Context: an optimization exercise on an open-source flow, tuned for small area. The choices shown serve that exercise and are no tape-out recipe. Function was checked by simulation only, so behaviour that the tests miss may differ from the original.

===== design/flow/config.mk =====
export PLATFORM = sky130hd
export DESIGN_NAME = lottery
export DESIGN_NICKNAME = lottery
export VERILOG_FILES = /design/flow/design.v
export SDC_FILE = /design/flow/constraint.sdc
export NUM_CORES = 4
export LEC_CHECK = 0
export CAP_MARGIN = 20
export CORE_MARGIN = 2
export CORE_UTILIZATION = 40
export PLACE_DENSITY = 0.6
export SLEW_MARGIN = 20

===== design/flow/constraint.sdc =====
create_clock -name core_clock -period 15.0 [get_ports {clk}]
set_input_delay 3.0000 -clock core_clock [delete_from_list [all_inputs] [get_ports {clk}]]
set_output_delay 3.0000 -clock core_clock [all_outputs]
set_load 0.01 [all_outputs]

===== design/flow/design.v =====
module winning_number(
	input [4:0] W1, W2, W3, W4,  
	output SYSRDY  
);
	reg rdy;
	assign SYSRDY = rdy;
	always @ (W1 or W2 or W3 or W4) begin 
		if(W1 == 0 || W2 == 0 || W3 == 0 || W4 == 0 || W1 == W2 || W1 == W3 || W1 == W4 || W2 == W3 || W2 == W4 || W3 == W4)
			rdy = 0;
		else
			rdy = 1;
	end 
endmodule 
module bet(
	input clk,
	input [4:0] N_in, 
	input reset, scan, SYSRDY,
	output [4:0] B1, B2, B3, B4, 
	output RD_ERR, V, finish,
	output [1:0] number,
	output take,  
	output last   
);
	reg [4:0] b1, b2, b3, b4;
	reg [2:0] line;
	reg err, v, f;
	reg [1:0] n;
	assign B1 = b1;  
	assign B2 = b2;  
	assign B3 = b3;  
	assign B4 = b4;  
	assign RD_ERR = err;  
	assign V = v;  
	assign finish = f;  
	assign number = n;  
	wire rd = scan && SYSRDY && (N_in != 0) && (line != 0);
	assign take = rd && ((n == 0) ||
	                     (n == 1 && N_in != b1) ||
	                     (n == 2 && N_in != b1 && N_in != b2) ||
	                     (n == 3 && N_in != b1 && N_in != b2 && N_in != b3));
	assign last = take && (n == 3) && (line == 1) && !f;
	always @ (posedge clk or negedge reset) begin
		if(!reset) begin  
			err <= 0;
			b1 <= 0;
			b2 <= 0;
			b3 <= 0;
			b4 <= 0;
			line <= 0;
			n <= 0;
			v <= 0;
			f <= 0;
		end
		else if (scan && SYSRDY) begin  
			if(N_in == 0)  
				err <= 1;
			else if(line == 0) begin  
				if(N_in > 6)  
					err <= 1;
				else begin 
					line <= N_in[2:0];  
					n <= 0;  
					err <= 0;  
					v <= 1;  
					b1 <= 0;
					b2 <= 0;
					b3 <= 0;
					b4 <= 0;
				end
			end
			else begin
			if(n == 0) begin  
				b1 <= N_in;
				n <= 1;  
				v <= 0; 
			end
			else if(n == 1) begin  
				if(N_in == b1)  
					err <= 1;
				else begin  
					b2 <= N_in;
					n <= 2;  
					v <= 0; 
					err <= 0;
				end	
			end
			else if(n == 2) begin
				if(N_in == b1 || N_in == b2)  
					err <= 1;
				else begin
					b3 <= N_in;
					n <= 3;
					v <= 0; 
					err <= 0;
				end
			end 
			else begin  
				if(N_in == b1 || N_in == b2 || N_in == b3)  
					err <= 1;
				else begin
					b4 <= N_in;
					n <= 0;  
					line <= line - 1;  
					v <= 0; 
					err <= 0;
					if(line == 1)  
						f <= 1;
				end				
			end
			end
		end
	end 
	endmodule
module check_bet(
	input clk,
	input [4:0] W1, W2, W3, W4, N_in, 
	input take, reset, 
	input [1:0] number, 
	output [9:0] sum,  
	output [9:0] sum_next  
);
reg [2:0] h;  
reg [9:0] s;
assign sum = s;
wire hit = (N_in == W1 || N_in == W2 || N_in == W3 || N_in == W4);  
wire [2:0] h_next = (number == 0) ? {2'b0, hit} : h + {2'b0, hit};
reg [9:0] prize;
always @(*) begin
	case(h_next)
		0: prize = 0;  
		1: prize = 1;  
		2: prize = 5;  
		3: prize = 25;  
		4: prize = 125;  
		default: prize = 0;
	endcase
end
assign sum_next = (take && number == 3) ? s + prize : s;
always @ (posedge clk or negedge reset) begin  
	if(!reset) begin
		h <= 0;
		s <= 0;
	end
	else if(take) begin
		h <= h_next;
		s <= sum_next;
	end
end
endmodule
module cash(
	input clk,
	input [9:0] sum, 
	input reset, V, finish, last,
	output [2:0] Eur100, 
	output [3:0] Eur010, Eur001,
	output winner, not_a_win
);
	reg w, w_;
	reg [2:0] c;
	reg [3:0] d, u;
	reg [9:0] count, count_c, count_d;
	reg [2:0] c_n;
	reg [3:0] d_n, u_n;
	assign Eur100 = c;  
	assign Eur010 = d;  
	assign Eur001 = u;  
	assign winner = w;  
	assign not_a_win = w_;  
	always @(*) begin
		count = sum;
		count_c = count;
		count_d = 0;
		c_n = 0;
		d_n = 0;
		u_n = 0;
		if(count >= 700) begin
			count_c = count - 700;
			c_n = 7;
		end
		else if(count >= 600) begin
			count_c = count - 600;
			c_n = 6;
		end
		else if(count >= 500) begin
			count_c = count - 500;
			c_n = 5;
		end
		else if(count >= 400) begin
			count_c = count - 400;
			c_n = 4;
		end
		else if(count >= 300) begin
			count_c = count - 300;
			c_n = 3;
		end
		else if(count >= 200) begin
			count_c = count - 200;
			c_n = 2;
		end
		else if(count >= 100) begin
			count_c = count - 100;
			c_n = 1;
		end
		else begin
			c_n = 0;
			count_c = count;
		end
		if(count_c >= 90) begin
			count_d = count_c - 90;
			d_n = 9;
		end
		else if(count_c >= 80) begin
			count_d = count_c - 80;
			d_n = 8;
		end
		else if(count_c >= 70) begin
			count_d = count_c - 70;
			d_n = 7;
		end
		else if(count_c >= 60) begin
			count_d = count_c - 60;
			d_n = 6;
		end
		else if(count_c >= 50) begin
			count_d = count_c - 50;
			d_n = 5;
		end
		else if(count_c >= 40) begin
			count_d = count_c - 40;
			d_n = 4;
		end
		else if(count_c >= 30) begin
			count_d = count_c - 30;
			d_n = 3;
		end
		else if(count_c >= 20) begin
			count_d = count_c - 20;
			d_n = 2;
		end
		else if(count_c >= 10) begin
			count_d = count_c - 10;
			d_n = 1;
		end
		else begin
			count_d = count_c;
			d_n = 0;
		end
		u_n = count_d[3:0];
	end
	always @ (posedge clk or negedge reset) begin  
		if(!reset) begin
			c <= 3'b0;
			d <= 4'b0;
			u <= 4'b0;
			w <= 0;
			w_ <= 0;
		end
		else if(last && !finish) begin
			if(V) begin  
				w <= 0;
				w_ <= 0;
			end
			else if(sum == 0) begin  
				w <= 0;	
				w_ <= 1;
				c <= 3'b0;
				d <= 4'b0;
				u <= 4'b0;
			end
			else begin  
				w <= 1;
				w_ <= 0;
				c <= c_n;
				d <= d_n;
				u <= u_n;
			end
		end
	end
endmodule
module lottery(
	input clk,
	input [4:0] W1, W2, W3, W4, N_in, 
	input reset, scan,
	output SYSRDY, winner, not_a_win, RD_ERR, 
	output [2:0] Eur100, 
	output [3:0] Eur010, Eur001
);
	wire V, finish, take, last;
	wire [1:0] number;
	wire [9:0] sum, sum_next;
	wire [4:0] B1, B2, B3, B4;
	winning_number U1 (W1, W2, W3, W4, SYSRDY);
	bet U2 (clk, N_in, reset, scan, SYSRDY, B1, B2, B3, B4, RD_ERR, V, finish, number, take, last);
	check_bet U3 (clk, W1, W2, W3, W4, N_in, take, reset, number, sum, sum_next);
	cash U4 (clk, sum_next, reset, V, finish, last, Eur100, Eur010, Eur001, winner, not_a_win);
	endmodule

===== design/flow/run.sh =====
#!/bin/bash
# synth_recipe.tcl (not shown) runs the flow's synth.tcl, then flattens the netlist and writes it again
# the make line also repeats each setting of config.mk as NAME=value (left out here)
make -C /OpenROAD-flow-scripts/flow DESIGN_CONFIG=/design/flow/config.mk WORK_HOME=/design/flow/orfs CLKGATE_MAP_FILE= SYNTH_SCRIPT=/design/flow/synth_recipe.tcl finish

==> flow_summary.json, run 1 <==
{
  "outcome": "timing/DRC/antenna clean",
  "insertion_delay_ns": 0.30,
  "finalHoldViolCount": 0,
  "finClkSkew_ns": 0.00893,
  "via_count": 6183,
  "worstPathArrival_ns": 12.19,
  "path_max_fanout": 13,
  "final-setup-viol-count": 0,
  "synthesis.area_um2": 6360,
  "routedWlPerCell_um": 20.0,
  "die-area_um2": 16900,
  "area_growth_pct": 9.03,
  "fin_crit_ns": 12.01,
  "dp_hpwl_um": 15100,
  "yosysSeqAreaShare_pct": 19.3,
  "final_cell_area_um2": 6930,
  "rows": 46,
  "numPortBuffers": 42,
  "grtUsageTotal_pct": 23.8,
  "slew_violations": 0,
  "route.detailed.drc": 0,
  "syn_avg_cell_area_um2": 8.04,
  "n_antenna_cell": 0,
  "final.setup.tns_ns": 0,
  "fillerInstances": 1533,
  "synth_top_area_share_pct": 19.3,
  "yosys_warnings": 4,
  "initial_utilization_pct": 40.5,
  "cp.buffers_inverters": 4,
  "hold_class": "flop to flop",
  "die_y_um": 130,
  "synth.most_common_cell": "nand2_1",
  "ys_types": 97,
  "cpPeakStageDelay_ns": 0.82,
  "synthFlopType": "dfrtp_1",
  "initialDrtViolationCount": 545,
  "placed_area_um2": 6760,
  "period_share_pct": 80.0,
  "relSlewSlack_pct": 37.9,
  "cpMostUsedCell": "ha_1",
  "viasPerCell": 6.18,
  "multi_input_comb_area_um2": 4700,
  "cts-buffers-inserted": 5,
  "start_kind": "input port",
  "layout_setup_ws_ns": 2.99,
  "ys_ff_latch": 49,
  "postCtsHoldBufs": 0,
  "tritoncts": "done",
  "drive_above_1_share_pct": 9.81,
  "clk_pin_slew_ns": 0.07,
  "max_slew.worst_pin.slew_ns": 0.926,
  "reg2reg_depth": 26,
  "grt_pass1_vias": 6004,
  "cp_slowest_cell": "clkdlybuf4s50_1",
  "crit_cells": 37,
  "syn_inst": 791,
  "cts_setup_buffers": 0,
  "critPathRequiredTime_ns": 15.18,
  "root_buffer": "clkbuf_16",
  "layout.nets": 849,
  "syn-num-nets": 856,
  "grt_pass1_wl_um": 32100,
  "synth_area_leaders": "dfrtp_1 19%, ha_1 7.3%, xnor2_1 6.7%, xor2_1 5.4%, nand2_1 4.3%",
  "first_pass_iters": 5,
  "antenna_found_initial": 0,
  "path_class": "input port to flop",
  "cpLargestDelayFamily": "compound AO/OA/AOI/OAI gates",
  "place_congestion": 0.960,
  "synth_commonest_cells": "72 x nand2_1, 49 x dfrtp_1, 49 x xnor2_1",
  "cp-end-kind": "flop",
  "synth_edf_count": 0,
  "regArea_um2": 1230,
  "worstHoldPathCells": 1,
  "synth_area_leader_cell": "dfrtp_1",
  "grt_max_degree": 50,
  "routed_wl_um": 20000,
  "pre_cts_slack_ns": 2.75,
  "grt_remaining_overflow": 0,
  "pin_count": 43,
  "ant_nets": 0,
  "timing.fmax_ghz": 0.0833,
  "cts_max_level": 2,
  "drv_cap": 0,
  "rsz0062_at_grt": "false",
  "cts_sinks": 49,
  "fin_util_pct": 44.1,
  "clk_path_buf_depth": 2,
  "cts_resized": 0,
  "core_um2": 15700,
  "die_w_um": 130,
  "async_flop_share_pct": 100
}
-- registers in the layout (all words and copies together) (netlist names) --
signal	cells
U4.u	4
U2.err	1
U3.s	10
U2.n	2
U4.w	1
U3.h	3
U2.b1	5
U4.c	3
U4.d	4
U2.b3	5
U2.line	3
U2.v	1
U2.b2	5
U2.f	1
U4.w_	1
-- worst paths after layout --
check	from	to	slack, ns
worst max-delay path	N_in[2]	U4.u[3]	2.99
worst min-delay path	U2.f	U2.f	0.46
worst max register to register	U2.line[0]	U4.u[3]	6.73
worst min register to register	U2.f	U2.f	0.46
max in group asynchronous	reset	U4.u[0]	11.72
min in group asynchronous	reset	U3.s[8]	2.81
-- cells in the final DEF (no fill, tap or decap), types with 5 or more instances in the layout --
| cell | count |
|---|---|
| and3_1 | 8 |
| o21a_1 | 6 |
| inv_1 | 30 |
| a31oi_1 | 14 |
| a21oi_1 | 34 |
| mux2_2 | 22 |
| and2_1 | 12 |
| xor2_1 | 39 |
| a211oi_1 | 8 |
| a22o_1 | 5 |
| nor3_1 | 31 |
| nand2_1 | 72 |
| dfrtp_1 | 49 |
| nand2b_1 | 8 |
| xnor2_1 | 49 |
| nand3_1 | 37 |
| nor2_1 | 44 |
| o21ai_0 | 38 |
| clkdlybuf4s50_1 | 41 |
| or4_1 | 7 |
| nand4_1 | 5 |
| mux2i_1 | 10 |
| a21o_1 | 12 |
| o211ai_1 | 9 |
| clkbuf_16 | 5 |
| ha_1 | 37 |
| or3_1 | 7 |
| nor4_1 | 10 |
| nor4b_1 | 5 |
-- routing by layer --
metal,GRT usage [%],wire [um]
met1,33.3,8950
met2,38.5,9090
met3,3.12,1450
met4,7.15,500
met5,0,0
-- metrics by stage --
step	hold slack [ns]	cells
detailed placement	0.442	993
global route	0.493	1001
finish	0.463	1001
CTS	0.466	1001
floorplan	0.421	791
global placement	0.441	993
-- final cells by class --
cell class | instances | area share [%]
clock buffer | 5 | 1.80
clock inverter | 3 | 0.668
inverter | 33 | 1.79
multi-input combinational | 649 | 67.7
sequential | 49 | 17.7
tap | 216 | 3.90
timing repair buffer | 46 | 6.42
-- cells by family after synthesis --
kind of cell | count (synthesis) | share of synthesized area [%]
flip-flops | 49 | 19.3
XOR/XNOR | 89 | 12.4
multiplexers | 35 | 6.08
buffers and inverters | 93 | 6.93
adder cells (fa/ha/maj) | 37 | 7.28
AND/OR/NAND/NOR | 279 | 23.5
AO/OA/AOI/OAI | 209 | 24.6
-- worst register-to-register path: stages, from the launching register on --
cell,delay (ns)
dfrtp_1,0.35
inv_1,0.09
ha_1,0.25
nor2b_1,0.24
a21oi_2,0.16
nand2_1,0.13
nor4_4,0.67
nand3_2,0.69
nand2_1,0.28
nand2_1,0.30
inv_1,0.36
ha_1,0.41
nand2_1,0.12
nor4_1,0.36
a311oi_1,0.16
a211oi_1,0.84
o21ai_0,0.34
nand2_1,0.19
xnor2_1,0.35
inv_1,0.32
ha_1,0.29
a21oi_1,0.14
o21ai_0,0.09
a21oi_1,0.32
nor2_1,0.12
a221o_1,0.31
a211o_1,0.26
==> inputs of run 2 (changes only) <==
==> design/flow/design.v (replaced) <==
module lottery(
	input clk,
	input [4:0] W1, W2, W3, W4, N_in,
	input reset, scan,
	output SYSRDY, winner, not_a_win, RD_ERR,
	output [2:0] Eur100,
	output [3:0] Eur010, Eur001
);
	assign RD_ERR = err;
	assign SYSRDY = (W1 != 0) && (W2 != 0) && (W3 != 0) && (W4 != 0) &&
	                (W1 != W2) && (W1 != W3) && (W1 != W4) &&
	                (W2 != W3) && (W2 != W4) && (W3 != W4);
	reg [4:0] b1, b2, b3;    
	reg [2:0] line;          
	reg [1:0] n;             
	reg [1:0] h;             
	reg err, f;              
	reg [2:0] sh;            
	reg [3:0] st, su;        
	wire rd   = scan && SYSRDY && (N_in != 0);
	wire cnt  = rd && (line == 0);                     
	wire dup1 = (N_in == b1);
	wire dup2 = (N_in == b2);
	wire dup3 = (N_in == b3);
	wire dup  = (n[1] | n[0]) & dup1 | n[1] & dup2 | n[1] & n[0] & dup3;
	wire take = rd && (line != 0) && !dup;             
	wire hit  = (N_in == W1) || (N_in == W2) || (N_in == W3) || (N_in == W4);
	wire [2:0] hn = (n == 0) ? {2'b0, hit} : {1'b0, h} + {2'b0, hit};
	wire add  = take && (n == 3) && !f;                
	wire [3:0] ua = (hn == 0) ? 4'd0 : (hn == 1) ? 4'd1 : 4'd5;
	wire [4:0] us = su + ua;
	wire       uc = (us >= 10);
	wire [3:0] un = uc ? us - 10 : us[3:0];
	wire [4:0] ts = st + {hn >= 3, 1'b0} + uc;
	wire       tc = (ts >= 10);
	wire [3:0] tn = tc ? ts - 10 : ts[3:0];
	wire [2:0] hs = sh + hn[2] + tc;
	always @(posedge clk or negedge reset) begin
		if (!reset) begin
			line <= 0;
			n <= 0;
			err <= 0;
			f <= 0;
		end
		else if (scan && SYSRDY) begin
			if (N_in == 0)
				err <= 1;
			else if (line == 0) begin
				if (N_in > 6)
					err <= 1;
				else begin
					line <= N_in[2:0];
					err <= 0;
				end
			end
			else if (dup)
				err <= 1;
			else begin
				n <= n + 1;
				if (n != 0)
					err <= 0;
				if (n == 3) begin
					line <= line - 1;
					if (line == 1)
						f <= 1;
				end
			end
		end
	end
	always @(posedge clk) begin
		if (take) begin
			b1 <= N_in;
			b2 <= b1;
			b3 <= b2;
			h <= hn[1:0];
		end
	end
	always @(posedge clk) begin
		if (cnt && !f) begin
			sh <= 0;
			st <= 0;
			su <= 0;
		end
		else if (add) begin
			sh <= hs;
			st <= tn;
			su <= un;
		end
	end
	wire nz = (sh != 0) || (st != 0) || (su != 0);
	assign winner    = f & nz;
	assign not_a_win = f & !nz;
	assign Eur100 = f ? sh : 3'd0;
	assign Eur010 = f ? st : 4'd0;
	assign Eur001 = f ? su : 4'd0;
endmodule
==> run 2 against run 1 <==
Against the previous run: count of clock-buffer cells in the layout rose by 2; global-route usage decreased by 6.6 points.
==> flow_summary.json, run 2 <==
{
  "place_congestion": 0.835,
  "syn-num-nets": 351,
  "syn_avg_cell_area_um2": 9.40,
  "syn_inst": 306,
  "path_class": "input port to flop",
  "synthesis.area_um2": 2880,
  "die_w_um": 88.8,
  "fin_crit_ns": 9.44,
  "rsz0062_at_grt": "false",
  "synth.most_common_cell": "xor2_1",
  "via_count": 2223,
  "initial_utilization_pct": 41.9,
  "reg2reg_depth": 24,
  "cts-buffers-inserted": 5,
  "cpMostUsedCell": "ha_1",
  "routed_wl_um": 6330,
  "synthFlopType": "edfxtp_1",
  "cts_resized": 0,
  "critPathLaunch": "N_in[0]",
  "root_buffer": "clkbuf_8",
  "viasPerCell": 5.24,
  "async_flop_share_pct": 20.0,
  "layout.nets": 372,
  "final_common_cell": "clkdlybuf4s50_1",
  "placed_area_um2": 3240,
  "antenna_found_initial": 0,
  "worstReg2RegStart": "h[0]",
  "clk_pin_slew_ns": 0.07,
  "insertion_delay_ns": 0.28,
  "route.detailed.drc": 0,
  "grt_remaining_overflow": 0,
  "synth_edf_count": 17,
  "critPathRequiredTime_ns": 15.18,
  "initialDrtViolationCount": 50,
  "ys_ff_latch": 35,
  "grt_max_degree": 18,
  "area_growth_pct": 15.7,
  "path_max_fanout": 11,
  "crit_cells": 30,
  "period_share_pct": 62.9,
  "numPortBuffers": 42,
  "r2r_end": "sh[1]",
  "die-area_um2": 7890,
  "pin_count": 43,
  "cp_slowest_cell": "clkdlybuf4s50_1",
  "synth_commonest_cells": "37 x xor2_1, 34 x xnor2_1, 18 x buf_2",
  "core_um2": 6870,
  "synth_area_leaders": "edfxtp_1 18%, xor2_1 11%, xnor2_1 10%, dfxtp_1 7.7%, ha_1 6.5%",
  "yosys_warnings": 1,
  "final-setup-viol-count": 0,
  "cts_max_level": 2,
  "outcome": "timing/DRC/antenna clean",
  "cp-end-kind": "flop",
  "cpPeakStageDelay_ns": 0.86,
  "finalHoldViolCount": 0,
  "grt_pass1_wl_um": 10600,
  "finClkSkew_ns": 0.00643,
  "rows": 30,
  "fin_util_pct": 48.5,
  "ant_nets": 0,
  "fillerInstances": 651,
  "postCtsHoldBufs": 0,
  "start_kind": "input port",
  "slew_violations": 0,
  "ys_types": 55,
  "hold_class": "flop to flop",
  "tritoncts": "done",
  "n_antenna_cell": 0,
  "reg2reg_slack_ns": 9.46,
  "yosysSeqAreaShare_pct": 31.5,
  "cp.buffers_inverters": 5,
  "layout.cells.non_filler": 424,
  "drive_above_1_share_pct": 5.79,
  "cts_setup_buffers": 0,
  "relSlewSlack_pct": 54.6,
  "final.setup.tns_ns": 0,
  "multi_input_comb_area_um2": 1730,
  "synth_area_leader_cell": "edfxtp_1",
  "max_slew.worst_pin.slew_ns": 0.680,
  "timing.fmax_ghz": 0.106,
  "grtUsageTotal_pct": 17.2,
  "grt_pass1_vias": 2176,
  "reg_top3": "b1: 5 flops, b2: 5 flops, b3: 5 flops",
  "dp_hpwl_um": 4860,
  "dp.cells": 416,
  "worstPathArrival_ns": 9.62,
  "clk_path_buf_depth": 2,
  "synth_top_area_share_pct": 17.7,
  "first_pass_iters": 4,
  "cts_sinks": 35,
  "cpLargestDelayFamily": "adder cells",
  "routedWlPerCell_um": 14.9,
  "die_y_um": 88.8,
  "regArea_um2": 906,
  "final_cell_area_um2": 3330,
  "drv_cap": 0,
  "final_cell_mix": "42 x clkdlybuf4s50_1, 37 x xor2_1, 34 x xnor2_1",
  "critPathCapture": "sh[1]"
}
==> run 2: cell types whose count changed in the layout (fill, tap and decap cells not counted), moves of 17 or more <==
cell and delta:
o21ai_0 -35, ha_1 -22, a21oi_1 -26, nor2_1 -30
dfrtp_1 -42, nand2_1 -66, nand3_1 -22, edfxtp_1 +17
mux2_2 -20
==> run 2: layer usage <==
layer	routed length [um]	track usage, %
met2	2950	27.0
met1	3070	24.7
met4	51	4.68
met3	259	2.80
met5	0	0
==> run 2: logic make-up (layout without fill, tap and decap cells) <==
kind of cell / count (synthesis) / in the layout / synth area share, %
compound gates: 44 / 44 / 11.5
xor+xnor: 71 / 71 / 21.6
fa+ha+maj: 17 / 17 / 7.92
buf+inv: 44 / 66 / 8.31
flops: 35 / 35 / 31.5
mux: 3 / 3 / 1.13
simple gates: 92 / 92 / 18.1
==> run 2: worst min path at each step <==
stage | from | to | slack [ns] | cells after the start
floorplan | b1[0] | b2[0] | 0.45 | 0
global placement | b1[2] | b2[2] | 0.45 | 0
detailed placement | b1[2] | b2[2] | 0.46 | 0
CTS | b1[0] | b2[0] | 0.47 | 0
global route | b1[0] | b2[0] | 0.48 | 0
finish | b1[0] | b2[0] | 0.47 | 0
==> run 2: cell type report <==
class	count	area share, %
flip-flops and latches	35	27.2
inverters	16	1.80
well taps	96	3.61
clock inverters	1	0.150
multi-input cells	227	52.0
repair buffers	42	12.6
clock buffers	7	2.59
==> run 2: worst register-to-register path: cells and delay by family, from the launching register on <==
family	cells	cell delay (ns)
compound gates	4	0.86
xor+xnor	2	0.45
fa+ha+maj	10	2.56
buf+inv	3	0.22
flops	1	0.38
simple gates	5	0.98
==> run 2: per-stage QoR <==
step	hold slack, ns	setup WS, ns
floorplan	0.447	6.50
finish	0.473	5.56
detailed placement	0.456	5.28
CTS	0.473	5.56
global route	0.481	4.95
global placement	0.450	5.40
==> inputs of run 3 (changes only) <==
--- a/design/flow/config.mk
+++ b/design/flow/config.mk
@@ -7,2 +7,3 @@
 export LEC_CHECK = 0
+export ABC_AREA = 1
 export CAP_MARGIN = 20
==> run 3 against run 2 <==
Against the previous run: still clean on timing, DRC and antenna; count of clock-buffer cells in the layout decreased by 2; worst hold slack lost 0.016 ns; clock skew decreased by 0.0027 ns; cell area up 11%; die area is 9.5% higher; critical path depth rose by 3; sequential cell count stayed put; area after synthesis grew 9.9%; global-route usage rose by 2.3 points; critical endpoint is now sh[2]; highest routed layer unchanged.
==> flow_summary.json, run 3 <==
{
  "grtUsageTotal_pct": 19.6,
  "cts_sinks": 35,
  "clk_pin_slew_ns": 0.08,
  "initialDrtViolationCount": 185,
  "reg_top3": "b1: 5 flops, b2: 5 flops, b3: 5 flops",
  "ys_types": 41,
  "drive_above_1_share_pct": 5.30,
  "die_w_um": 92.9,
  "core_um2": 7690,
  "rsz0062_at_grt": "false",
  "final-setup-viol-count": 0,
  "synth_area_leader_cell": "nand2_1",
  "syn-num-nets": 521,
  "numPortBuffers": 42,
  "reg2reg_slack_ns": 10.29,
  "postCtsHoldBufs": 0,
  "fin_crit_ns": 8.49,
  "crit_cells": 33,
  "fillerInstances": 790,
  "root_buffer": "clkbuf_8",
  "final_cell_mix": "145 x nand2_1, 79 x inv_1, 57 x nor2_1",
  "grt_max_degree": 20,
  "cts-buffers-inserted": 5,
  "syn_avg_cell_area_um2": 6.64,
  "cts_setup_buffers": 0,
  "place_congestion": 0.929,
  "first_pass_iters": 5,
  "n_antenna_cell": 0,
  "start_kind": "input port",
  "synth_area_leaders": "nand2_1 17%, edfxtp_1 16%, inv_1 9.4%, dfxtp_1 7.0%, nor2_1 6.8%",
  "period_share_pct": 56.6,
  "cp_slowest_cell": "clkdlybuf4s50_1",
  "path_max_fanout": 11,
  "clk_path_buf_depth": 2,
  "cpPeakStageDelay_ns": 0.70,
  "outcome": "timing/DRC/antenna clean",
  "worstHoldPathCells": 0,
  "cts_max_level": 2,
  "yosysSeqAreaShare_pct": 28.7,
  "die_y_um": 92.9,
  "synth_top_area_share_pct": 17.2,
  "synthFlopType": "edfxtp_1",
  "viasPerCell": 4.92,
  "synth_commonest_cells": "145 x nand2_1, 79 x inv_1, 57 x nor2_1",
  "synth_edf_count": 17,
  "critPathRequiredTime_ns": 15.23,
  "syn_inst": 476,
  "async_flop_share_pct": 20.0,
  "layout.nets": 553,
  "cp.buffers_inverters": 5,
  "grt_remaining_overflow": 0,
  "rows": 32,
  "regArea_um2": 906,
  "reg2reg_depth": 26,
  "routed_wl_um": 7860,
  "hold_class": "flop to flop",
  "cpLargestDelayFamily": "adder cells",
  "yosys_warnings": 1,
  "area_growth_pct": 16.4,
  "route.detailed.drc": 0,
  "finClkSkew_ns": 0.00375,
  "relSlewSlack_pct": 53.7,
  "final.setup.tns_ns": 0,
  "max_slew.worst_pin.slew_ns": 0.693,
  "pin_count": 43,
  "ys_ff_latch": 35,
  "insertion_delay_ns": 0.29,
  "pre_cts_slack_ns": 6.24,
  "layout_setup_ws_ns": 6.51,
  "slew_violations": 0,
  "cts_resized": 0,
  "drv_cap": 0,
  "die-area_um2": 8630,
  "ant_nets": 0,
  "routedWlPerCell_um": 12.9,
  "multi_input_comb_area_um2": 1830,
  "cpMostUsedCell": "ha_1",
  "timing.fmax_ghz": 0.118,
  "worstPathArrival_ns": 8.72,
  "finalHoldViolCount": 0,
  "final_common_cell": "nand2_1",
  "antenna_found_initial": 0,
  "synthesis.area_um2": 3160,
  "grt_pass1_vias": 2839,
  "synth.most_common_cell": "nand2_1",
  "path_class": "input port to flop",
  "dp_hpwl_um": 6150,
  "grt_pass1_wl_um": 13500,
  "via_count": 3007,
  "cp-end-kind": "flop",
  "initial_utilization_pct": 41.1,
  "tritoncts": "done"
}
-- run 3: final timing paths --
kind | startpoint | endpoint
max in group asynchronous | reset | err
min in group asynchronous | reset | n[0]
max reg2reg | h[0] | sh[2]
min | b2[0] | b3[0]
max | N_in[0] | sh[2]
min reg2reg | b2[0] | b3[0]
-- run 3: logic make-up (layout without fill, tap and decap cells) --
logic type / after synthesis / count (layout) / share of synthesized area (%)
xor gates and xnor gates: 26 / 26 / 7.20
DFF: 35 / 35 / 28.7
AOI/OAI and AO/OA: 40 / 40 / 7.64
buffers and inverters: 100 / 133 / 13.6
adders and majority gates: 17 / 17 / 7.20
and+or+nand+nor: 257 / 257 / 35.4
muxes: 1 / 1 / 0.317
-- run 3: stage by stage --
stage	instances	utilization, %	cell area, um^2	hold slack, ns
2_1_floorplan	476	-	3160	0.426
3_3_place_gp	603	46.7	3590	0.434
3_5_place_dp	603	46.7	3590	0.439
4_1_cts	611	47.9	3680	0.454
5_1_grt	611	47.9	3680	0.479
6_report	611	47.9	3680	0.457
-- run 3: cell type report --
cell class / instances / area share, %
Clock buffer: 5 / 1.87
Clock inverter: 3 / 0.544
Inverter: 83 / 8.46
Multi-Input combinational cell: 341 / 49.6
Sequential cell: 35 / 24.6
Tap cell: 102 / 3.47
Timing Repair Buffer: 42 / 11.4
-- run 3: metal layers --
metal  global-route usage (%)  routed length [um]  vias to the layer above
met5                        0                   0                        -
met4                     4.66                 121                        0
met3                     3.34                 493                       13
met2                     29.9                3260                       99
met1                     28.7                3980                     1343
li1                         -                   -                     1552
==> inputs of run 4 (changes only) <==
==> design/flow/flow/run.sh (new file) <==
#!/bin/bash
# The standard layout, with the smallest buffer on every input and output port.
set -euo pipefail
bash standard.sh BUFFER_PORTS_ARGS="-buffer_cell sky130_fd_sc_hd__buf_1" finish > make_finish.log 2>&1
==> design/flow/standard.sh (new file) <==
#!/bin/bash
# synth_recipe.tcl (not shown) runs the flow's synth.tcl, then flattens the netlist and writes it again
# the make line also repeats each setting of config.mk as NAME=value (left out here)
make -C /OpenROAD-flow-scripts/flow DESIGN_CONFIG=/design/flow/config.mk WORK_HOME=/design/flow/orfs CLKGATE_MAP_FILE= SYNTH_SCRIPT=/design/flow/synth_recipe.tcl "${@:-finish}"
removed: design/flow/run.sh
==> run 4 against run 3 <==
Against the previous run: cell area is 6.4% lower; sequential cell count unchanged; sequential share of layout area grew 1.7 points; fmax rose by 3.5%; critical path type unchanged; first-iteration DRC count shrank 11%; largest cell class unchanged.
==> flow_summary.json, run 4 <==
{
  "cts_sinks": 35,
  "rsz0062_at_grt": "false",
  "ys_types": 41,
  "final.setup.tns_ns": 0,
  "hold_class": "flop to flop",
  "drv_cap": 0,
  "grt_pass1_wl_um": 12900,
  "initialDrtViolationCount": 164,
  "reg_top3": "b1: 5 flops, b2: 5 flops, b3: 5 flops",
  "synth.most_common_cell": "nand2_1",
  "r2r_end": "sh[2]",
  "via_count": 2967,
  "synth_area_leader_cell": "nand2_1",
  "postCtsHoldBufs": 0,
  "syn_avg_cell_area_um2": 6.64,
  "cts_resized": 0,
  "synthFlopType": "edfxtp_1",
  "multi_input_comb_area_um2": 1830,
  "clk_pin_slew_ns": 0.08,
  "root_buffer": "clkbuf_8",
  "relSlewSlack_pct": 54.2,
  "cp_slowest_cell": "fa_1",
  "area_growth_pct": 8.94,
  "regArea_um2": 906,
  "ant_nets": 0,
  "final_cell_area_um2": 3440,
  "fin_crit_ns": 8.20,
  "finalHoldViolCount": 0,
  "async_flop_share_pct": 20.0,
  "routedWlPerCell_um": 12.3,
  "worstPathArrival_ns": 8.43,
  "routed_wl_um": 7500,
  "first_pass_iters": 5,
  "cpPeakStageDelay_ns": 0.40,
  "fillerInstances": 836,
  "cp-end-kind": "flop",
  "outcome": "timing/DRC/antenna clean",
  "die_y_um": 92.9,
  "synth_area_leaders": "nand2_1 17%, edfxtp_1 16%, inv_1 9.4%, dfxtp_1 7.0%, nor2_1 6.8%",
  "grtUsageTotal_pct": 18.4,
  "core_um2": 7690,
  "fin_util_pct": 44.8,
  "cpLargestDelayFamily": "adder cells",
  "path_class": "input port to flop",
  "synthesis.area_um2": 3160,
  "path_max_fanout": 11,
  "critPathRequiredTime_ns": 15.22,
  "slew_violations": 0,
  "numPortBuffers": 42,
  "ys_ff_latch": 35,
  "rows": 32,
  "timing.fmax_ghz": 0.122,
  "cp.buffers_inverters": 5,
  "cts_setup_buffers": 0,
  "worstHoldPathCells": 0,
  "route.detailed.drc": 0,
  "pin_count": 43,
  "dp_hpwl_um": 5960,
  "final_common_cell": "nand2_1",
  "clk_path_buf_depth": 2,
  "grt_pass1_vias": 2781,
  "grt_remaining_overflow": 0,
  "reg2reg_depth": 26,
  "insertion_delay_ns": 0.29,
  "cpMostUsedCell": "ha_1",
  "synth_edf_count": 17,
  "cts-buffers-inserted": 5,
  "yosys_warnings": 1,
  "reg2reg_slack_ns": 10.26,
  "grt_max_degree": 20,
  "period_share_pct": 54.7,
  "die_w_um": 92.9,
  "n_antenna_cell": 0,
  "tritoncts": "done",
  "place_congestion": 0.926,
  "whs_endpoint": "b2[3]",
  "syn_inst": 476,
  "syn-num-nets": 521,
  "synth_top_area_share_pct": 17.2,
  "drive_above_1_share_pct": 5.50,
  "viasPerCell": 4.86,
  "layout.nets": 553,
  "final-setup-viol-count": 0,
  "finClkSkew_ns": 0.0101,
  "worstReg2RegStart": "h[0]",
  "final_cell_mix": "145 x nand2_1, 79 x inv_1, 57 x nor2_1",
  "max_slew.worst_pin.slew_ns": 0.686,
  "placed_area_um2": 3330,
  "cts_max_level": 2,
  "die-area_um2": 8630,
  "yosysSeqAreaShare_pct": 28.7,
  "antenna_found_initial": 0,
  "synth_commonest_cells": "145 x nand2_1, 79 x inv_1, 57 x nor2_1",
  "start_kind": "input port",
  "hp-start": "b1[3]",
  "initial_utilization_pct": 41.1
}
run 4: cell counts after synthesis:
No cell type changed its count.
run 4: area by class of cell:
type                    instances  area share (%)
clock buffers                   5            2.00
clock inverters                 3            1.34
multi-input cells             341            53.0
well taps                     102            3.71
repair buffers                 42            4.58
inverters                      83            9.04
flip-flops and latches         35            26.3
run 4: worst max-delay path by stage:
stage          slack (ns)    end     from  depth (start not counted)
4_1_cts              6.79  sh[2]  N_in[0]                         33
3_3_place_gp         6.81  sh[2]  N_in[0]                         31
2_1_floorplan        7.38  sh[2]  N_in[0]                         31
3_5_place_dp         6.52  sh[2]  N_in[0]                         33
6_report             6.80  sh[2]  N_in[0]                         33
5_1_grt              6.17  sh[2]  N_in[0]                         33
run 4: kinds of logic (layout without fill, tap and decap cells):
group	after synthesis	count (layout)	synth area share [%]
fa+ha+maj	17	17	7.20
flops	35	35	28.7
buf+inv	100	133	13.6
xor+xnor	26	26	7.20
mux	1	1	0.317
simple gates	257	257	35.4
compound gates	40	40	7.64
run 4: per-layer routing:
metal  routed length, um  part of all wire, %  vias up  global-route usage [%]
met1                3830                   51     1333                    26.6
met4                  92                  1.2        0                    4.41
met5                   0                    0        -                       0
li1                    -                    -     1551                       -
met2                3220                   43       74                    29.0
met3                 359                  4.8        9                    2.60
run 4: metrics by stage:
step / hold WS, ns / instances / worst slack, ns
finish: 0.456 / 611 / 6.80
global route: 0.480 / 611 / 6.17
CTS: 0.460 / 611 / 6.79
detailed placement: 0.438 / 603 / 6.52
global placement: 0.434 / 603 / 6.81
floorplan: 0.426 / 476 / 7.38
==> inputs of run 5 (changes only) <==
--- a/design/flow/config.mk
+++ b/design/flow/config.mk
@@ -7,3 +7,2 @@
 export LEC_CHECK = 0
-export ABC_AREA = 1
 export CAP_MARGIN = 20
==> run 5 against run 4 <==
Against the previous run: worst setup slack got worse by 1.0 ns; utilization decreased by 0.16 points; clock skew shrank 0.0036 ns; register-to-register slack worse by 0.85 ns; critical endpoint is now sh[1]; still clean on timing, DRC and antenna; count of clock-buffer cells in the layout grew 2; critical path type unchanged; fmax shrank 11%.
==> flow_summary.json, run 5 <==
{
  "multi_input_comb_area_um2": 1730,
  "ys_ff_latch": 35,
  "critPathRequiredTime_ns": 15.17,
  "regArea_um2": 906,
  "path_class": "input port to flop",
  "routed_wl_um": 6390,
  "final_common_cell": "buf_1",
  "synth_commonest_cells": "37 x xor2_1, 34 x xnor2_1, 18 x buf_2",
  "cpMostUsedCell": "ha_1",
  "synthFlopType": "edfxtp_1",
  "async_flop_share_pct": 20.0,
  "r2r_end": "sh[1]",
  "final-setup-viol-count": 0,
  "start_kind": "input port",
  "antenna_found_initial": 0,
  "fillerInstances": 683,
  "grt_pass1_wl_um": 10600,
  "final_cell_mix": "42 x buf_1, 37 x xor2_1, 34 x xnor2_1",
  "timing.fmax_ghz": 0.108,
  "hold_ws_ns": 0.470,
  "tritoncts": "done",
  "slew_violations": 0,
  "synth.most_common_cell": "xor2_1",
  "layout.nets": 372,
  "synthesis.area_um2": 2880,
  "insertion_delay_ns": 0.28,
  "drv_cap": 0,
  "cts-buffers-inserted": 5,
  "reg2reg_slack_ns": 9.41,
  "whs_endpoint": "b3[4]",
  "yosys_warnings": 1,
  "path_max_fanout": 11,
  "via_count": 2251,
  "routedWlPerCell_um": 15.1,
  "synth_area_leader_cell": "edfxtp_1",
  "period_share_pct": 61.6,
  "cp_slowest_cell": "buf_1",
  "synth_area_leaders": "edfxtp_1 18%, xor2_1 11%, xnor2_1 10%, dfxtp_1 7.7%, ha_1 6.5%",
  "grt_pass1_vias": 2176,
  "ant_nets": 0,
  "initialDrtViolationCount": 79,
  "initial_utilization_pct": 41.9,
  "grt_max_degree": 18,
  "core_um2": 6870,
  "dp_hpwl_um": 4850,
  "cpPeakStageDelay_ns": 0.56,
  "place_congestion": 0.872,
  "max_slew.worst_pin.slew_ns": 0.765,
  "clk_pin_slew_ns": 0.07,
  "outcome": "timing/DRC/antenna clean",
  "drive_above_1_share_pct": 5.79,
  "numPortBuffers": 42,
  "cts_setup_buffers": 0,
  "root_buffer": "clkbuf_8",
  "route.detailed.drc": 0,
  "grtUsageTotal_pct": 17.4,
  "die_y_um": 88.8,
  "cts_max_level": 2,
  "worstPathArrival_ns": 9.40,
  "synth_edf_count": 17,
  "die_w_um": 88.8,
  "relSlewSlack_pct": 49.0,
  "reg_top3": "b1: 5 flops, b2: 5 flops, b3: 5 flops",
  "cts_resized": 0,
  "clk_path_buf_depth": 2,
  "ys_types": 55,
  "syn_inst": 306,
  "finClkSkew_ns": 0.00652,
  "first_pass_iters": 4,
  "rows": 30,
  "finalHoldViolCount": 0,
  "viasPerCell": 5.31,
  "syn_avg_cell_area_um2": 9.40,
  "hp-start": "b2[4]",
  "syn-num-nets": 351,
  "n_antenna_cell": 0,
  "fin_crit_ns": 9.23,
  "area_growth_pct": 6.61,
  "die-area_um2": 7890,
  "worstHoldPathCells": 0,
  "grt_remaining_overflow": 0,
  "yosysSeqAreaShare_pct": 31.5,
  "cp-end-kind": "flop",
  "final.setup.tns_ns": 0,
  "synth_top_area_share_pct": 17.7,
  "cts_sinks": 35,
  "rsz0062_at_grt": "false",
  "postCtsHoldBufs": 0,
  "worstReg2RegStart": "h[0]",
  "reg2reg_depth": 24,
  "hold_class": "flop to flop",
  "pin_count": 43
}
run 5: metrics by stage:
| step | std cells | utilization [%] | instance area (um^2) | worst slack, ns |
|---|---|---|---|---|
| after floorplan | 306 | - | 2880 | 6.50 |
| after global placement | 416 | 43.3 | 2980 | 5.73 |
| after detailed placement | 416 | 43.3 | 2980 | 5.50 |
| after CTS | 424 | 44.6 | 3070 | 5.79 |
| after global routing | 424 | 44.6 | 3070 | 5.14 |
| final | 424 | 44.6 | 3070 | 5.77 |
run 5: worst max-delay path: cells and delay by family:
family,cells,cell delay (ns)
AOI/OAI and AO/OA,4,0.88
and+or+nand+nor,8,1.47
adders and majority gates,10,2.55
xor gates and xnor gates,3,0.63
buffers and inverters,5,0.88
run 5: cell type report:
cell class,instances,share of cell area [%]
Clock buffer,7,2.82
Clock inverter,1,0.163
Inverter,16,1.96
Multi-Input combinational cell,227,56.5
Sequential cell,35,29.5
Tap cell,96,3.92
Timing Repair Buffer,42,5.14
run 5: kinds of logic (layout without fill, tap and decap cells):
group	count (synthesis)	after routing	share of synthesized area, %
adders and majority gates	17	17	7.92
xor gates and xnor gates	71	71	21.6
AOI/OAI and AO/OA	44	44	11.5
DFF	35	35	31.5
and+or+nand+nor	92	92	18.1
muxes	3	3	1.13
buffers and inverters	44	66	8.31
run 5: routing by layer:
metal,GRT usage [%],vias up,part of all wire [%],routed length [um]
met3,2.80,9,4.5,285
met4,5.37,0,1.5,95
met5,0,-,0,0
li1,-,1107,-,-
met1,24.4,1092,47,3030
met2,27.7,43,47,2980
run 5: worst max path at each step:
stage	to	cells past startpoint	from
2_1_floorplan	sh[1]	30	W3[1]
3_3_place_gp	sh[1]	30	N_in[1]
3_5_place_dp	sh[1]	30	N_in[1]
4_1_cts	sh[1]	30	N_in[1]
5_1_grt	sh[2]	32	N_in[0]
6_report	sh[1]	30	N_in[1]
==> inputs of run 6 (changes only) <==
--- a/design/flow/design.v
+++ b/design/flow/design.v
@@ -20,3 +20,2 @@
 	wire rd   = scan && SYSRDY && (N_in != 0);
-	wire cnt  = rd && (line == 0);                     
 	wire dup1 = (N_in == b1);
@@ -29,10 +28,13 @@
 	wire add  = take && (n == 3) && !f;                
-	wire [3:0] ua = (hn == 0) ? 4'd0 : (hn == 1) ? 4'd1 : 4'd5;
-	wire [4:0] us = su + ua;
+	wire p1   = add && (hn == 1);                      
+	wire p5   = add && (hn >= 2);                      
+	wire p20  = add && (hn >= 3);                      
+	wire p100 = add && hn[2];                          
+	wire [4:0] us = su + {1'b0, p5, 1'b0, p5 | p1};
 	wire       uc = (us >= 10);
 	wire [3:0] un = uc ? us - 10 : us[3:0];
-	wire [4:0] ts = st + {hn >= 3, 1'b0} + uc;
+	wire [4:0] ts = st + {p20, 1'b0} + uc;
 	wire       tc = (ts >= 10);
 	wire [3:0] tn = tc ? ts - 10 : ts[3:0];
-	wire [2:0] hs = sh + hn[2] + tc;
+	wire [2:0] hs = sh + p100 + tc;
 	always @(posedge clk or negedge reset) begin
@@ -77,4 +79,4 @@
 	end
-	always @(posedge clk) begin
-		if (cnt && !f) begin
+	always @(posedge clk or negedge reset) begin
+		if (!reset) begin
 			sh <= 0;
@@ -83,3 +85,3 @@
 		end
-		else if (add) begin
+		else begin
 			sh <= hs;
==> design/flow/flow/run.sh (replaced) <==
#!/bin/bash
# The standard synthesis, its combinational logic mapped again for area by ABC
# (flip-flops untouched), then the standard layout with the smallest buffer on
# every input and output port. Each tool's output goes to a log file here.
set -euo pipefail
R=orfs/results/$FLOW_PLATFORM/lottery/base
export LIB=$FLOW_HOME/platforms/$FLOW_PLATFORM/lib/sky130_fd_sc_hd__tt_025C_1v80.lib
bash standard.sh synth > make_synth.log 2>&1
cp $R/1_2_yosys.v standard_synth.v
python3 flow/mkmodels.py $LIB models.v > mkmodels.log 2>&1
export ABC_DONT_USE="$(for c in $(sed -n '/^export DONT_USE_CELLS/,/^$/p' $FLOW_HOME/platforms/$FLOW_PLATFORM/config.mk | grep -o 'sky130_fd_sc_hd__[a-z0-9_]*'); do printf -- '-dont_use %s ' $c; done)"
NETLIST_IN=standard_synth.v NETLIST_OUT=resynth.v yosys -c flow/resynth.tcl > yosys_resynth.log 2>&1
cp resynth.v $R/1_2_yosys.v
rm -f $R/1_synth.odb $R/1_synth.sdc
bash standard.sh BUFFER_PORTS_ARGS="-buffer_cell sky130_fd_sc_hd__buf_1" finish > make_finish.log 2>&1
==> design/flow/flow/mkmodels.py (new file) <==
# Write Verilog models of the combinational cells of a liberty file: mkmodels.py LIB OUT
import re, sys
txt = open(sys.argv[1]).read()
out = []
for c in re.split(r'\n\s*cell\s*\(', txt)[1:]:
    name = c.split(')')[0].strip().strip('"')
    if re.search(r'\b(ff|latch|statetable)\s*\(', c):
        continue
    pins = re.findall(r'pin\s*\(\s*"?(\w+)"?\s*\)\s*\{(.*?)\n\s{8}\}', c, re.S)
    ins, outs = [], []
    for p, body in pins:
        d = re.search(r'direction\s*:\s*"?(\w+)"?', body)
        if not d:
            continue
        if d.group(1) == 'input':
            ins.append(p)
        elif d.group(1) == 'output':
            f = re.search(r'function\s*:\s*"([^"]*)"', body)
            if not f:
                outs = None
                break
            outs.append((p, f.group(1)))
    if not outs:
        continue
    def conv(f):
        f = f.replace('!', '~').replace('*', '&').replace('+', '|')
        f = re.sub(r'(\w|\))\s+(?=[\w(~])', r'\1 & ', f)
        return f
    out.append('module %s(%s);' % (name, ', '.join(ins + [o for o, _ in outs])))
    for i in ins:
        out.append('  input %s;' % i)
    for o, f in outs:
        out.append('  output %s;' % o)
        out.append('  assign %s = %s;' % (o, conv(f)))
    out.append('endmodule')
open(sys.argv[2], 'w').write('\n'.join(out) + '\n')
==> design/flow/flow/resynth.abc (new file) <==
strash
&get -n
&deepsyn -T 20
&put
dch -f
amap
topo
==> design/flow/flow/resynth.tcl (new file) <==
# Re-map the combinational logic of the standard synthesis netlist for area.
# The flip-flops stay as they are (same instances, names and cell types): the
# cell library is read as black boxes, then the combinational cells are replaced
# by their logic functions (models.v), flattened and mapped again by ABC.
yosys read_liberty -lib $::env(LIB)
yosys read_verilog -overwrite models.v
yosys read_verilog $::env(NETLIST_IN)
yosys hierarchy -top $::env(FLOW_TOP)
yosys flatten
yosys techmap
yosys opt -purge
yosys abc -liberty $::env(LIB) {*}$::env(ABC_DONT_USE) -script flow/resynth.abc
yosys opt_clean -purge
yosys hilomap -singleton -hicell sky130_fd_sc_hd__conb_1 HI -locell sky130_fd_sc_hd__conb_1 LO
yosys splitnets
yosys opt_clean -purge
yosys hierarchy -top $::env(FLOW_TOP)
yosys stat -liberty $::env(LIB)
yosys write_verilog -noattr -nohex -nodec $::env(NETLIST_OUT)
--- a/design/flow/config.mk
+++ b/design/flow/config.mk
@@ -10,2 +10,4 @@
 export CORE_UTILIZATION = 40
+export CTS_BUF_LIST = sky130_fd_sc_hd__clkbuf_4
+export CTS_CLUSTER_SIZE = 10
 export PLACE_DENSITY = 0.6
==> run 6 against run 5 <==
Against the previous run: cell count fell by 5.0%; first-iteration DRC count rose by 150%; sequential cell count did not move; register-to-register slack improved by 1.1 ns; sequential share of layout area rose by 7.7 points; worst hold slack improved by 0.016 ns; clock skew rose by 0.0074 ns.
==> flow_summary.json, run 6 <==
{
  "outcome": "timing/DRC/antenna clean",
  "worstPathArrival_ns": 8.75,
  "reg_top3": "b1: 5 flops, b2: 5 flops, b3: 5 flops",
  "grt_max_degree": 19,
  "die-area_um2": 6270,
  "final.setup.tns_ns": 0,
  "relSlewSlack_pct": 39.2,
  "cts-buffers-inserted": 5,
  "rows": 27,
  "cp-end-kind": "flop",
  "final_common_cell": "nor2_1",
  "cts_setup_buffers": 0,
  "initial_utilization_pct": 41.3,
  "path_max_fanout": 6,
  "layout.nets": 358,
  "multi_input_comb_area_um2": 1130,
  "route.detailed.drc": 0,
  "reg2reg_slack_ns": 10.46,
  "viasPerCell": 6.01,
  "cpMostUsedCell": "nor2_1",
  "layout.cells.non_filler": 403,
  "via_count": 2422,
  "dp.cells": 395,
  "cts_resized": 0,
  "core_um2": 5470,
  "final_cell_mix": "48 x nor2_1, 46 x clkinv_1, 41 x buf_1",
  "start_kind": "input port",
  "grt_remaining_overflow": 0,
  "cp_slowest_cell": "a2111oi_0",
  "drv_cap": 0,
  "regArea_um2": 961,
  "area_growth_pct": 14.2,
  "grt_pass1_vias": 2261,
  "insertion_delay_ns": 0.34,
  "slew_violations": 0,
  "finalHoldViolCount": 0,
  "period_share_pct": 56.6,
  "final-setup-viol-count": 0,
  "root_buffer": "clkbuf_4",
  "initialDrtViolationCount": 197,
  "synthesis.area_um2": 2260,
  "critPathRequiredTime_ns": 15.26,
  "rsz0062_at_grt": "false",
  "fillerInstances": 546,
  "first_pass_iters": 5,
  "die_w_um": 79.2,
  "routed_wl_um": 6230,
  "numPortBuffers": 42,
  "clk_path_buf_depth": 2,
  "yosys_warnings": 1,
  "n_antenna_cell": 0,
  "syn_avg_cell_area_um2": 8.11,
  "cts_max_level": 2,
  "fin_crit_ns": 8.49,
  "postCtsHoldBufs": 0,
  "path_class": "input port to flop",
  "cts_sinks": 35,
  "die_y_um": 79.2,
  "drive_above_1_share_pct": 3.32,
  "timing.fmax_ghz": 0.118,
  "clk_pin_slew_ns": 0.11,
  "max_slew.worst_pin.slew_ns": 0.890,
  "routedWlPerCell_um": 15.5,
  "syn_inst": 279,
  "grt_pass1_wl_um": 10700,
  "grtUsageTotal_pct": 21.4,
  "syn-num-nets": 307,
  "hold_class": "flop to flop",
  "finClkSkew_ns": 0.0140,
  "place_congestion": 0.980,
  "cpPeakStageDelay_ns": 0.72,
  "antenna_found_initial": 0,
  "pin_count": 43,
  "ant_nets": 0,
  "dp_hpwl_um": 4770,
  "tritoncts": "done"
}
-- run 6: final cells by class --
class	count	area share, %
multi-input cells	198	43.7
flip-flops and latches	35	37.2
repair buffers	44	6.73
inverters	46	6.68
well taps	72	3.49
clock buffers	7	2.03
clock inverters	1	0.194
-- run 6: per-stage QoR --
stage          setup WS (ns)  instance area (um^2)  util, %  hold WS, ns
2_1_floorplan           6.20                  2260        -        0.445
3_3_place_gp            6.55                  2520     46.1        0.452
3_5_place_dp            6.24                  2520     46.1        0.466
4_1_cts                 6.54                  2580     47.2        0.493
5_1_grt                 5.66                  2580     47.2        0.501
6_report                6.51                  2580     47.2        0.486
-- run 6: worst max-delay path, delay by kind of cell --
kind                   cells  cell delay (ns)
and+or+nand+nor           18             2.97
AOI/OAI and AO/OA          8             2.06
buffers and inverters      4             0.69
-- run 6: metal layers --
metal | vias to the layer above | GRT usage (%) | share of wire (%)
li1 | 1178 | - | -
met1 | 1098 | 29.2 | 45
met2 | 120 | 32.9 | 44
met3 | 26 | 3.86 | 7.6
met4 | 0 | 10.2 | 3.3
met5 | - | 0 | 0
-- run 6: path summary, 6_finish.rpt --
check	from	end	cells after the start
worst max-delay path	W1[2]	sh[2]	30
worst min-delay path	b2[2]	b3[2]	0
worst max register to register	b3[4]	sh[2]	28
worst min register to register	b2[2]	b3[2]	0
max in group asynchronous	reset	line[0]	1
min in group asynchronous	reset	su[3]	1
==> inputs of run 7 (changes only) <==
--- a/design/flow/config.mk
+++ b/design/flow/config.mk
@@ -10,4 +10,2 @@
 export CORE_UTILIZATION = 40
-export CTS_BUF_LIST = sky130_fd_sc_hd__clkbuf_4
-export CTS_CLUSTER_SIZE = 10
 export PLACE_DENSITY = 0.6
==> run 7 against run 6 <==
Against the previous run: still clean; critical endpoint unchanged; critical path type unchanged; critical path depth is the same; highest routed layer unchanged; count of clock-buffer cells in the layout stayed put.
==> flow_summary.json, run 7 <==
{
  "clk_path_buf_depth": 2,
  "slew_violations": 0,
  "hold_class": "flop to flop",
  "core_um2": 5470,
  "cts_setup_buffers": 0,
  "viasPerCell": 6.00,
  "synthesis.area_um2": 2260,
  "path_class": "input port to flop",
  "clk_pin_slew_ns": 0.07,
  "finClkSkew_ns": 0.0105,
  "outcome": "timing/DRC/antenna clean",
  "first_pass_iters": 5,
  "final.setup.tns_ns": 0,
  "drive_above_1_share_pct": 2.72,
  "grt_max_degree": 19,
  "final_cell_mix": "48 x nor2_1, 46 x clkinv_1, 41 x buf_1",
  "tritoncts": "done",
  "area_growth_pct": 15.3,
  "antenna_found_initial": 0,
  "cp_slowest_cell": "a2111oi_0",
  "cpMostUsedCell": "nor2_1",
  "relSlewSlack_pct": 37.8,
  "drv_cap": 0,
  "fillerInstances": 545,
  "grt_pass1_vias": 2261,
  "worstPathArrival_ns": 8.73,
  "die_y_um": 79.2,
  "dp_hpwl_um": 4770,
  "route.detailed.drc": 0,
  "numPortBuffers": 42,
  "die-area_um2": 6270,
  "place_congestion": 0.980,
  "finalHoldViolCount": 0,
  "ant_nets": 0,
  "grt_remaining_overflow": 0,
  "layout.nets": 358,
  "routedWlPerCell_um": 15.4,
  "timing.fmax_ghz": 0.117,
  "n_antenna_cell": 0,
  "cts-buffers-inserted": 5,
  "reg_top3": "b1: 5 flops, b2: 5 flops, b3: 5 flops",
  "cts_sinks": 35,
  "grt_pass1_wl_um": 10700,
  "grtUsageTotal_pct": 21.5,
  "final_common_cell": "nor2_1",
  "final-setup-viol-count": 0,
  "period_share_pct": 56.8,
  "start_kind": "input port",
  "pin_count": 43,
  "syn_avg_cell_area_um2": 8.11,
  "reg2reg_depth": 28,
  "cp-end-kind": "flop",
  "postCtsHoldBufs": 0,
  "routed_wl_um": 6220,
  "cpPeakStageDelay_ns": 0.73,
  "via_count": 2419,
  "max_slew.worst_pin.slew_ns": 0.909,
  "initial_utilization_pct": 41.3,
  "worstHoldPathCells": 0,
  "root_buffer": "clkbuf_8",
  "rsz0062_at_grt": "false",
  "syn-num-nets": 307,
  "insertion_delay_ns": 0.29,
  "syn_inst": 279,
  "cts_resized": 0,
  "rows": 27,
  "fin_crit_ns": 8.52,
  "pre_cts_slack_ns": 6.24,
  "critPathRequiredTime_ns": 15.21,
  "path_max_fanout": 7,
  "cts_max_level": 2,
  "layout_setup_ws_ns": 6.48,
  "die_w_um": 79.2,
  "yosys_warnings": 1,
  "initialDrtViolationCount": 237
}
run 7: changes by cell type in the layout (fill, tap and decap cells not counted):
cell,change
clkbuf_8,+5
clkbuf_1,+2
clkbuf_4,-7
run 7: worst max-delay path, delay by kind of cell:
family | cells | cell delay [ns]
compound gates | 8 | 2.07
simple gates | 18 | 3.04
buf+inv | 4 | 0.62
run 7: worst paths after layout:
kind                        from      end  slack (ns)
min in group asynchronous  reset    su[3]        2.66
setup / recovery           W4[0]    sh[2]        6.48
setup reg to reg           b3[4]    sh[2]       10.48
hold / removal             b2[2]    b3[2]        0.48
max in group asynchronous  reset  line[0]       12.00
hold reg to reg            b2[2]    b3[2]        0.48
run 7: stage by stage:
| stage | hold slack [ns] | std cells | util (%) | instance area [um^2] |
|---|---|---|---|---|
| 3_5_place_dp | 0.466 | 395 | 46.1 | 2520 |
| 2_1_floorplan | 0.445 | 279 | - | 2260 |
| 6_report | 0.481 | 403 | 47.6 | 2610 |
| 4_1_cts | 0.484 | 403 | 47.6 | 2610 |
| 5_1_grt | 0.491 | 403 | 47.6 | 2610 |
| 3_3_place_gp | 0.452 | 395 | 46.1 | 2520 |
run 7: routing by layer:
metal / track usage (%) / vias up / routed length [um]
met5: 0 / - / 0
met4: 10.7 / 0 / 184
met3: 3.52 / 26 / 444
met2: 32.9 / 118 / 2790
met1: 29.3 / 1100 / 2800
li1: - / 1175 / -
run 7: cell type report:
| class | instances | area (um^2) | share of cell area (%) |
|---|---|---|---|
| multi-input cells | 198 | 1130 | 43.3 |
| flip-flops and latches | 35 | 961 | 36.9 |
| repair buffers | 44 | 174 | 6.67 |
| inverters | 46 | 173 | 6.62 |
| well taps | 72 | 90.1 | 3.45 |
| clock buffers | 7 | 76.3 | 2.93 |
| clock inverters | 1 | 5.00 | 0.192 |
==> inputs of run 8 (changes only) <==
--- a/design/flow/flow/run.sh
+++ b/design/flow/flow/run.sh
@@ -14,2 +14,2 @@
 rm -f $R/1_synth.odb $R/1_synth.sdc
-bash standard.sh BUFFER_PORTS_ARGS="-buffer_cell sky130_fd_sc_hd__buf_1" finish > make_finish.log 2>&1
+bash standard.sh BUFFER_PORTS_ARGS="-buffer_cell sky130_fd_sc_hd__buf_1" CTS_ARGS="-sink_clustering_enable -repair_clock_nets -dont_use_dummy_load -buf_list sky130_fd_sc_hd__clkbuf_4 -sink_clustering_size 35 -sink_clustering_max_diameter 500" finish > make_finish.log 2>&1
==> run 8 against run 7 <==
Against the previous run: synthesized cell count unchanged; wire length up 0.42%; clock skew up 0.014 ns; critical path type unchanged; largest cell class unchanged.
==> flow_summary.json, run 8 <==
{
  "grt_remaining_overflow": 0,
  "outcome": "timing/DRC/antenna clean",
  "hold_ws_ns": 0.480,
  "worstPathArrival_ns": 8.71,
  "cts-buffers-inserted": 5,
  "path_max_fanout": 7,
  "slew_violations": 0,
  "insertion_delay_ns": 0.34,
  "max_slew.worst_pin.slew_ns": 0.883,
  "clk_pin_slew_ns": 0.10,
  "relSlewSlack_pct": 39.6,
  "cts_setup_buffers": 0,
  "die-area_um2": 6270,
  "die_y_um": 79.2,
  "fillerInstances": 549,
  "via_count": 2445,
  "worstHoldPathCells": 0,
  "core_um2": 5470,
  "cts_max_level": 2,
  "drv_cap": 0,
  "top_usage_layer": "met2",
  "cts_resized": 0,
  "first_pass_iters": 5,
  "clk_path_buf_depth": 2,
  "root_buffer": "clkbuf_4",
  "n_antenna_cell": 0,
  "syn_avg_cell_area_um2": 8.11,
  "place_congestion": 0.980,
  "antenna_found_initial": 0,
  "cpPeakStageDelay_ns": 0.71,
  "pin_count": 43,
  "layout.cells.non_filler": 400,
  "multi_input_comb_area_um2": 1130,
  "finClkSkew_ns": 0.0248,
  "cpMostUsedCell": "nor2_1",
  "grt_use_met3_pct": 3.86,
  "tritoncts": "done",
  "final_common_cell": "nor2_1",
  "grt_pass1_wl_um": 10700,
  "cp-end-kind": "flop",
  "cts_sinks": 35,
  "routed_wl_um": 6240,
  "synthesis.area_um2": 2260,
  "drive_above_1_share_pct": 2.44,
  "postCtsHoldBufs": 0,
  "grt_pass1_vias": 2250,
  "timing.fmax_ghz": 0.118,
  "critPathRequiredTime_ns": 15.24,
  "numPortBuffers": 42,
  "start_kind": "input port",
  "final.setup.tns_ns": 0,
  "final_cell_mix": "48 x nor2_1, 46 x clkinv_1, 41 x buf_1",
  "reg_top3": "b1: 5 flops, b2: 5 flops, b3: 5 flops",
  "route.detailed.drc": 0,
  "area_growth_pct": 13.3,
  "routedWlPerCell_um": 15.6,
  "path_class": "input port to flop",
  "fin_crit_ns": 8.47,
  "hold_class": "flop to flop",
  "grt_max_degree": 19,
  "rows": 27,
  "regArea_um2": 961,
  "finalHoldViolCount": 0,
  "ant_nets": 0,
  "initial_utilization_pct": 41.3,
  "yosys_warnings": 1,
  "initialDrtViolationCount": 201,
  "dp_hpwl_um": 4770,
  "rsz0062_at_grt": "false",
  "reg2reg_depth": 28,
  "final-setup-viol-count": 0,
  "syn-num-nets": 307,
  "grtUsageTotal_pct": 21.4,
  "fin_util_pct": 46.8,
  "die_w_um": 79.2,
  "viasPerCell": 6.11,
  "cp_slowest_cell": "a2111oi_0",
  "syn_inst": 279,
  "period_share_pct": 56.4,
  "layout.nets": 358,
  "grt_use_met2_pct": 32.9,
  "dp.cells": 395,
  "met1_usage_pct": 29.3
}
-- run 8: routing by layer --
| layer | part of all wire [%] | vias up |
|---|---|---|
| li1 | - | 1179 |
| met1 | 44 | 1112 |
| met2 | 45 | 125 |
| met3 | 8.6 | 29 |
| met4 | 3.0 | 0 |
| met5 | 0 | - |
-- run 8: final timing paths --
kind	startpoint	end	slack [ns]
max in group asynchronous	reset	line[0]	12.05
min reg2reg	b2[2]	b3[2]	0.48
min in group asynchronous	reset	su[3]	2.60
max reg2reg	b3[4]	sh[2]	10.46
min	b2[2]	b3[2]	0.48
max	W4[0]	sh[2]	6.53
-- run 8: cell type report --
| type | count | share of cell area [%] |
|---|---|---|
| Multi-Input combinational cell | 198 | 44.0 |
| Inverter | 46 | 6.74 |
| Clock buffer | 5 | 1.46 |
| Timing Repair Buffer | 44 | 6.78 |
| Sequential cell | 35 | 37.5 |
| Tap cell | 72 | 3.51 |
-- run 8: stage by stage --
stage,area (um^2),setup slack [ns]
finish,2560,6.53
global route,2560,5.63
CTS,2560,6.54
detailed placement,2520,6.24
global placement,2520,6.55
floorplan,2260,6.20
-- run 8: worst max-delay path: cells and delay by family --
family                 cells  cell delay [ns]
AO/OA/AOI/OAI              8             2.06
buffers and inverters      4             0.62
AND/OR/NAND/NOR           18             3.02

==> static timing again, ports no longer ideal <==
Ports are ideal in the flow. The routed layouts listed here were re-timed in OpenROAD. Step 1, drivers: a clkbuf_16 drives clk and a buf_2 each remaining input, both assumed. Step 2, shift: input delay + t, output delay - t, t = (earliest + latest rising clock arrival at the registers) / 2. This alone moves slack from input paths to output paths. Slacks: no drivers / after step 1 / after step 2; pairs: no drivers / after step 1.
| run | t, ns | setup WS [ns] | worst hold slack (ns) | worst register clock-pin slew, ns |
|---|---|---|---|---|
| run 1 | 0.328 | 2.993 / 3.003 / 2.676 | 0.463 / 0.463 / 0.463 | 0.07 / 0.07 |
| run 2 | 0.307 | 5.559 / 5.563 / 5.255 | 0.473 / 0.473 / 0.473 | 0.07 / 0.07 |
| run 3 | 0.319 | 6.511 / 6.517 / 6.198 | 0.457 / 0.457 / 0.457 | 0.08 / 0.08 |
| run 4 | 0.312 | 6.797 / 6.799 / 6.487 | 0.456 / 0.456 / 0.456 | 0.08 / 0.08 |
| run 5 | 0.305 | 5.767 / 5.770 / 5.465 | 0.470 / 0.470 / 0.470 | 0.07 / 0.07 |
| run 6 | 0.356 | 6.511 / 6.502 / 6.158 | 0.486 / 0.486 / 0.486 | 0.11 / 0.11 |
| run 7 | 0.312 | 6.478 / 6.484 / 6.172 | 0.481 / 0.481 / 0.481 | 0.07 / 0.07 |
| run 8 | 0.349 | 6.534 / 6.519 / 6.188 | 0.480 / 0.480 / 0.480 | 0.11 / 0.11 |
After both steps setup and hold are still met in every run listed. The setup slack of run 6, which loses most, moves by -0.009 ns with the drivers and by -0.353 ns with both steps.
